What follows belongs to an exercise in optimizing a design on an open flow for small area and a short achievable clock period; a production flow would make more cautious choices. Power figures rest on the tool's default switching activity, not on a simulated workload.

==> run a: inputs <==
Design DSP, start of the top module:
module DSP (A,B,D,C,CLK,CARRYIN,OPMODE,BCIN,RSTA,RSTB,RSTM,
RSTP,RSTC,RSTD,RSTCARRYIN,RSTOPMODE,CEA,CEB,CEM,CEP,CEC,CED,
CECARRYIN,CEOPMODE,PCIN,BCOUT,PCOUT,P,M,CARRYOUT,CARRYOUTF);
clock: 7.0 ns
lec_check: 0
abc_area: 1
cap_margin: 20
core_margin: 2
core_utilization: 40
setup_slack_margin: 3.0
slew_margin: 20
buffer_ports_args: -buffer_cell sky130_fd_sc_hd__buf_2
pre_resize_tcl: /design/flow/flow/ports.tcl
standard.sh (not shown) runs the stock make flow with config.mk's settings and CLKGATE_MAP_FILE= SYNTH_SCRIPT=/design/flow/synth_recipe.tcl, a recipe that flattens the netlist after the stock synthesis.
==> flow/flow/run.sh <==
#!/bin/bash
# The standard layout (standard.sh: standard synthesis, then ORFS to
# finish), with one change: the port buffers are plain buffers (buf_2 from
# buffer_ports, then buf_1 on the inputs) instead of the delay cell
# buffer_ports picks by default.  Each tool's output is in orfs/logs.
set -euo pipefail
HERE=$(pwd)
cat >> config.mk <<EOC
export BUFFER_PORTS_ARGS = -buffer_cell sky130_fd_sc_hd__buf_2
export PRE_RESIZE_TCL = $HERE/flow/ports.tcl
EOC
bash standard.sh > standard.log 2>&1
==> flow/flow/ports.tcl <==
# Before repair_design: the input ports' buffers become buf_1.
set n 0
foreach bterm [[ord::get_db_block] getBTerms] {
  if {[$bterm getIoType] ne "INPUT"} { continue }
  set net [$bterm getNet]
  if {$net eq "NULL" || [$net getSigType] eq "CLOCK"} { continue }
  foreach iterm [$net getITerms] {
    set inst [$iterm getInst]
    if {[[$inst getMaster] getName] eq "sky130_fd_sc_hd__buf_2"} {
      replace_cell [get_cells [$inst getName]] sky130_fd_sc_hd__buf_1
      incr n
    }
  }
}
puts "flow/ports.tcl: $n input buffers set to buf_1"
==> run b (differences from run a) <==
--- a/flow/design.v
+++ b/flow/design.v
@@ -26,16 +26,17 @@
   output [35:0] M;
   output CARRYOUT,CARRYOUTF;
   reg [7:0] opm;
   reg [17:0] dr, ar, br;
   reg [47:0] cr, pr;
   reg cyi, cyo;
   reg [35:0] ms;
   reg [35:3] mc;
+  reg mk;
   wire s6 = opm[6];
   wire [18:0] pre_w = {dr, 1'b1} + {B ^ {18{s6}}, s6};
   wire [17:0] pre = pre_w[18:1];
   wire [17:0] b_in = opm[4] ? pre : B;
   reg [8:0] enc_one, enc_two;
   wire [8:0] one_in = {(b_in[16] ^ b_in[15]), (b_in[14] ^ b_in[13]), (b_in[12] ^ b_in[11]), (b_in[10] ^ b_in[9]), (b_in[8] ^ b_in[7]), (b_in[6] ^ b_in[5]), (b_in[4] ^ b_in[3]), (b_in[2] ^ b_in[1]), (b_in[0] ^ 1'b0)};
   wire [8:0] two_in = {((b_in[17] & ~b_in[16] & ~b_in[15]) | (~b_in[17] & b_in[16] & b_in[15])), ((b_in[15] & ~b_in[14] & ~b_in[13]) | (~b_in[15] & b_in[14] & b_in[13])), ((b_in[13] & ~b_in[12] & ~b_in[11]) | (~b_in[13] & b_in[12] & b_in[11])), ((b_in[11] & ~b_in[10] & ~b_in[9]) | (~b_in[11] & b_in[10] & b_in[9])), ((b_in[9] & ~b_in[8] & ~b_in[7]) | (~b_in[9] & b_in[8] & b_in[7])), ((b_in[7] & ~b_in[6] & ~b_in[5]) | (~b_in[7] & b_in[6] & b_in[5])), ((b_in[5] & ~b_in[4] & ~b_in[3]) | (~b_in[5] & b_in[4] & b_in[3])), ((b_in[3] & ~b_in[2] & ~b_in[1]) | (~b_in[3] & b_in[2] & b_in[1])), ((b_in[1] & ~b_in[0] & ~1'b0) | (~b_in[1] & b_in[0] & 1'b0))};
   always @(posedge CLK) begin
@@ -693,36 +694,141 @@
   wire p594 = s522 ^ c519;
   wire g595 = s522 & c519;
   wire p596 = s524 ^ c523;
   wire g597 = s524 & c523;
   wire p598 = s526 ^ c525;
   wire g599 = s526 & c525;
   wire [35:0] prod_s = {p598, p596, p594, p592, p590, p588, p586, p584, p582, p580, p578, p576, p574, p572, p570, p568, p566, p564, p562, p560, p558, p556, p554, p552, p550, p548, p546, p544, p542, p540, p538, p536, p534, p532, s530, s528};
   wire [35:0] prod_c = {g597, g595, g593, g591, g589, g587, g585, g583, g581, g579, g577, g575, g573, g571, g569, g567, g565, g563, g561, g559, g557, g555, g553, g551, g549, g547, g545, g543, g541, g539, g537, g535, g533, 1'b0, 1'b0, 1'b0};
+  wire mk_in = ~(c527 | g599);
   always @(posedge CLK) begin
     if (RSTM) ms <= 36'd0;
     else if (CEM) ms <= prod_s;
   end
   always @(posedge CLK) begin
     if (RSTM) mc <= 33'd0;
     else if (CEM) mc <= prod_c[35:3];
   end
+  always @(posedge CLK) begin
+    if (RSTM) mk <= 1'd0;
+    else if (CEM) mk <= mk_in;
+  end
   wire [35:0] mc36 = {mc, 3'd0};
   assign M = ms + mc36;
   wire s7 = opm[7];
-  wire [47:0] x = ({48{opm[1:0] == 2'd1}} & {12'd0, M})
-                | ({48{opm[1:0] == 2'd2}} & pr)
-                | ({48{opm[1:0] == 2'd3}} & {dr[11:0], ar, br});
+  wire xm = opm[1:0] == 2'd1;
+  wire km = mk;   
+  wire [47:0] x1 = ({48{xm}} & {{12{km}}, ms})
+                 | ({48{opm[1:0] == 2'd2}} & pr)
+                 | ({48{opm[1:0] == 2'd3}} & {dr[11:0], ar, br});
+  wire [47:0] x2 = {48{xm}} & {12'd0, mc36};
   wire [47:0] zs = (({48{opm[3:2] == 2'd1}} & PCIN)
                  | ({48{opm[3:2] == 2'd2}} & pr)
                  | ({48{opm[3:2] == 2'd3}} & cr)) ^ {48{s7}};
-  wire [49:0] t_w = {1'b0, zs, 1'b1} + {1'b0, x, cyi};
+  wire [47:0] ca_s, ca_c;
+  assign ca_s[0] = zs[0] ^ x1[0];
+  assign ca_c[0] = zs[0] & x1[0];
+  assign ca_s[1] = zs[1] ^ x1[1];
+  assign ca_c[1] = zs[1] & x1[1];
+  assign ca_s[2] = zs[2] ^ x1[2];
+  assign ca_c[2] = zs[2] & x1[2];
+  assign ca_s[3] = zs[3] ^ x1[3] ^ x2[3];
+  assign ca_c[3] = (zs[3] & x1[3]) | (zs[3] & x2[3]) | (x1[3] & x2[3]);
+  assign ca_s[4] = zs[4] ^ x1[4] ^ x2[4];
+  assign ca_c[4] = (zs[4] & x1[4]) | (zs[4] & x2[4]) | (x1[4] & x2[4]);
+  assign ca_s[5] = zs[5] ^ x1[5] ^ x2[5];
+  assign ca_c[5] = (zs[5] & x1[5]) | (zs[5] & x2[5]) | (x1[5] & x2[5]);
+  assign ca_s[6] = zs[6] ^ x1[6] ^ x2[6];
+  assign ca_c[6] = (zs[6] & x1[6]) | (zs[6] & x2[6]) | (x1[6] & x2[6]);
+  assign ca_s[7] = zs[7] ^ x1[7] ^ x2[7];
+  assign ca_c[7] = (zs[7] & x1[7]) | (zs[7] & x2[7]) | (x1[7] & x2[7]);
+  assign ca_s[8] = zs[8] ^ x1[8] ^ x2[8];
+  assign ca_c[8] = (zs[8] & x1[8]) | (zs[8] & x2[8]) | (x1[8] & x2[8]);
+  assign ca_s[9] = zs[9] ^ x1[9] ^ x2[9];
+  assign ca_c[9] = (zs[9] & x1[9]) | (zs[9] & x2[9]) | (x1[9] & x2[9]);
+  assign ca_s[10] = zs[10] ^ x1[10] ^ x2[10];
+  assign ca_c[10] = (zs[10] & x1[10]) | (zs[10] & x2[10]) | (x1[10] & x2[10]);
+  assign ca_s[11] = zs[11] ^ x1[11] ^ x2[11];
+  assign ca_c[11] = (zs[11] & x1[11]) | (zs[11] & x2[11]) | (x1[11] & x2[11]);
+  assign ca_s[12] = zs[12] ^ x1[12] ^ x2[12];
+  assign ca_c[12] = (zs[12] & x1[12]) | (zs[12] & x2[12]) | (x1[12] & x2[12]);
+  assign ca_s[13] = zs[13] ^ x1[13] ^ x2[13];
+  assign ca_c[13] = (zs[13] & x1[13]) | (zs[13] & x2[13]) | (x1[13] & x2[13]);
+  assign ca_s[14] = zs[14] ^ x1[14] ^ x2[14];
+  assign ca_c[14] = (zs[14] & x1[14]) | (zs[14] & x2[14]) | (x1[14] & x2[14]);
+  assign ca_s[15] = zs[15] ^ x1[15] ^ x2[15];
+  assign ca_c[15] = (zs[15] & x1[15]) | (zs[15] & x2[15]) | (x1[15] & x2[15]);
+  assign ca_s[16] = zs[16] ^ x1[16] ^ x2[16];
+  assign ca_c[16] = (zs[16] & x1[16]) | (zs[16] & x2[16]) | (x1[16] & x2[16]);
+  assign ca_s[17] = zs[17] ^ x1[17] ^ x2[17];
+  assign ca_c[17] = (zs[17] & x1[17]) | (zs[17] & x2[17]) | (x1[17] & x2[17]);
+  assign ca_s[18] = zs[18] ^ x1[18] ^ x2[18];
+  assign ca_c[18] = (zs[18] & x1[18]) | (zs[18] & x2[18]) | (x1[18] & x2[18]);
+  assign ca_s[19] = zs[19] ^ x1[19] ^ x2[19];
+  assign ca_c[19] = (zs[19] & x1[19]) | (zs[19] & x2[19]) | (x1[19] & x2[19]);
+  assign ca_s[20] = zs[20] ^ x1[20] ^ x2[20];
+  assign ca_c[20] = (zs[20] & x1[20]) | (zs[20] & x2[20]) | (x1[20] & x2[20]);
+  assign ca_s[21] = zs[21] ^ x1[21] ^ x2[21];
+  assign ca_c[21] = (zs[21] & x1[21]) | (zs[21] & x2[21]) | (x1[21] & x2[21]);
+  assign ca_s[22] = zs[22] ^ x1[22] ^ x2[22];
+  assign ca_c[22] = (zs[22] & x1[22]) | (zs[22] & x2[22]) | (x1[22] & x2[22]);
+  assign ca_s[23] = zs[23] ^ x1[23] ^ x2[23];
+  assign ca_c[23] = (zs[23] & x1[23]) | (zs[23] & x2[23]) | (x1[23] & x2[23]);
+  assign ca_s[24] = zs[24] ^ x1[24] ^ x2[24];
+  assign ca_c[24] = (zs[24] & x1[24]) | (zs[24] & x2[24]) | (x1[24] & x2[24]);
+  assign ca_s[25] = zs[25] ^ x1[25] ^ x2[25];
+  assign ca_c[25] = (zs[25] & x1[25]) | (zs[25] & x2[25]) | (x1[25] & x2[25]);
+  assign ca_s[26] = zs[26] ^ x1[26] ^ x2[26];
+  assign ca_c[26] = (zs[26] & x1[26]) | (zs[26] & x2[26]) | (x1[26] & x2[26]);
+  assign ca_s[27] = zs[27] ^ x1[27] ^ x2[27];
+  assign ca_c[27] = (zs[27] & x1[27]) | (zs[27] & x2[27]) | (x1[27] & x2[27]);
+  assign ca_s[28] = zs[28] ^ x1[28] ^ x2[28];
+  assign ca_c[28] = (zs[28] & x1[28]) | (zs[28] & x2[28]) | (x1[28] & x2[28]);
+  assign ca_s[29] = zs[29] ^ x1[29] ^ x2[29];
+  assign ca_c[29] = (zs[29] & x1[29]) | (zs[29] & x2[29]) | (x1[29] & x2[29]);
+  assign ca_s[30] = zs[30] ^ x1[30] ^ x2[30];
+  assign ca_c[30] = (zs[30] & x1[30]) | (zs[30] & x2[30]) | (x1[30] & x2[30]);
+  assign ca_s[31] = zs[31] ^ x1[31] ^ x2[31];
+  assign ca_c[31] = (zs[31] & x1[31]) | (zs[31] & x2[31]) | (x1[31] & x2[31]);
+  assign ca_s[32] = zs[32] ^ x1[32] ^ x2[32];
+  assign ca_c[32] = (zs[32] & x1[32]) | (zs[32] & x2[32]) | (x1[32] & x2[32]);
+  assign ca_s[33] = zs[33] ^ x1[33] ^ x2[33];
+  assign ca_c[33] = (zs[33] & x1[33]) | (zs[33] & x2[33]) | (x1[33] & x2[33]);
+  assign ca_s[34] = zs[34] ^ x1[34] ^ x2[34];
+  assign ca_c[34] = (zs[34] & x1[34]) | (zs[34] & x2[34]) | (x1[34] & x2[34]);
+  assign ca_s[35] = zs[35] ^ x1[35] ^ x2[35];
+  assign ca_c[35] = (zs[35] & x1[35]) | (zs[35] & x2[35]) | (x1[35] & x2[35]);
+  assign ca_s[36] = zs[36] ^ x1[36];
+  assign ca_c[36] = zs[36] & x1[36];
+  assign ca_s[37] = zs[37] ^ x1[37];
+  assign ca_c[37] = zs[37] & x1[37];
+  assign ca_s[38] = zs[38] ^ x1[38];
+  assign ca_c[38] = zs[38] & x1[38];
+  assign ca_s[39] = zs[39] ^ x1[39];
+  assign ca_c[39] = zs[39] & x1[39];
+  assign ca_s[40] = zs[40] ^ x1[40];
+  assign ca_c[40] = zs[40] & x1[40];
+  assign ca_s[41] = zs[41] ^ x1[41];
+  assign ca_c[41] = zs[41] & x1[41];
+  assign ca_s[42] = zs[42] ^ x1[42];
+  assign ca_c[42] = zs[42] & x1[42];
+  assign ca_s[43] = zs[43] ^ x1[43];
+  assign ca_c[43] = zs[43] & x1[43];
+  assign ca_s[44] = zs[44] ^ x1[44];
+  assign ca_c[44] = zs[44] & x1[44];
+  assign ca_s[45] = zs[45] ^ x1[45];
+  assign ca_c[45] = zs[45] & x1[45];
+  assign ca_s[46] = zs[46] ^ x1[46];
+  assign ca_c[46] = zs[46] & x1[46];
+  assign ca_s[47] = zs[47] ^ x1[47];
+  assign ca_c[47] = zs[47] & x1[47];
+  wire [49:0] t_w = {1'b0, ca_s, 1'b1} + {1'b0, ca_c[46:0], 1'b0, cyi};
   wire [47:0] post = t_w[48:1] ^ {48{s7}};
-  wire post_c = t_w[49];
+  wire post_c = t_w[49] ^ ca_c[47] ^ (xm & km);
   always @(posedge CLK) begin
     if (RSTP) pr <= 48'd0;
     else if (CEP) pr <= post;
   end
   always @(posedge CLK) begin
     if (RSTCARRYIN) cyo <= 1'd0;
     else if (CECARRYIN) cyo <= post_c;
   end
==> summary.txt <==
Run status
  – Status: finished clean

Power and ir drop
  – Static leakage: 14.65 nW
  – Gate power share: 58.1%

Worst setup path
  – Crit-path max cell delay: 330 ps
  – Flop2flop setup slack: 3040 ps
  – CP cell instances: ha_4, nand2_1, nand2_1, a21oi_1, o21ai_0, nand2_1, nand3_4, buf_4, a21o_4, or2_4, nand2_4, inv_1, buf_4
  – Worst Reg-to-Reg Cells: 29

Global routing
  – Vias in the first global route: 24640
  – First-pass GRT wire length: 152400 µm

Logic synthesis
  – Cells after synthesis: 3734
  – Commonest cells in the netlist: nand2_1 (978), inv_1 (427), a21oi_1 (304)
  – Post-synthesis mux area share: 0.09828%

STA
  – Final period util: 59.83%

Route
  – Uppermost layer routed: met5
  – Wire length on met2: 46990 µm

Finish
  – Fin area: 32180 µm²
# the run above: run a

==> summary.txt <==
Run status
  – Status: finished clean

Power and ir drop
  – Gate power share: 57.2%
  – Static leakage: 14.96 nW

Finish
  – Fin area: 32120 µm²
  – Inverters: 562

Global routing
  – Vias in the first global route: 25810
  – First-pass GRT wire length: 160500 µm

Worst setup path
  – CP cell instances: ha_2, a21o_1, a21oi_4, o21bai_4, nand3_2, nand3_4, a21oi_2, xor2_1, buf_2
  – Worst Reg-to-Reg Cells: 15
  – Crit-path max cell delay: 400 ps

Route
  – Wire length on met2: 48070 µm
  – WL final: 108700 µm

Logic synthesis
  – Cells after synthesis: 3862
  – Commonest cells in the netlist: nand2_1 (776), inv_1 (521), nor2_1 (360)

STA
  – Final period util: 59.37%
# the run above: run b

Function was not checked in any run of this note: the RTL went through the layout flow alone.

-- static timing again, ports no longer ideal --
How much do the figures lean on ideal ports? The routed layouts below were timed once more, with nothing changed but the port constraints.
Step 1 sets driving cells, clkbuf_16 on the clock port and buf_2 on the other inputs (assumed; they add their load-dependent delay and slew).
Step 2, shift: input delay + t, output delay - t, t = (earliest + latest rising clock arrival at the registers) / 2. This alone moves slack from input paths to output paths.
Three values: ideal, step 1, step 2; two values: the first two.
run | t, ns | setup slack, ns | worst data-port slew with drivers (ns)
run a | 0.670 | 2.812 / 2.746 / 2.817 | 0.09
run b | 0.658 | 2.844 / 2.780 / 2.554 | 0.05
After both steps setup and hold are still met in every run listed. For run b, which loses most, drivers alone change the setup slack by -0.064 ns; drivers and shift together by -0.290 ns.
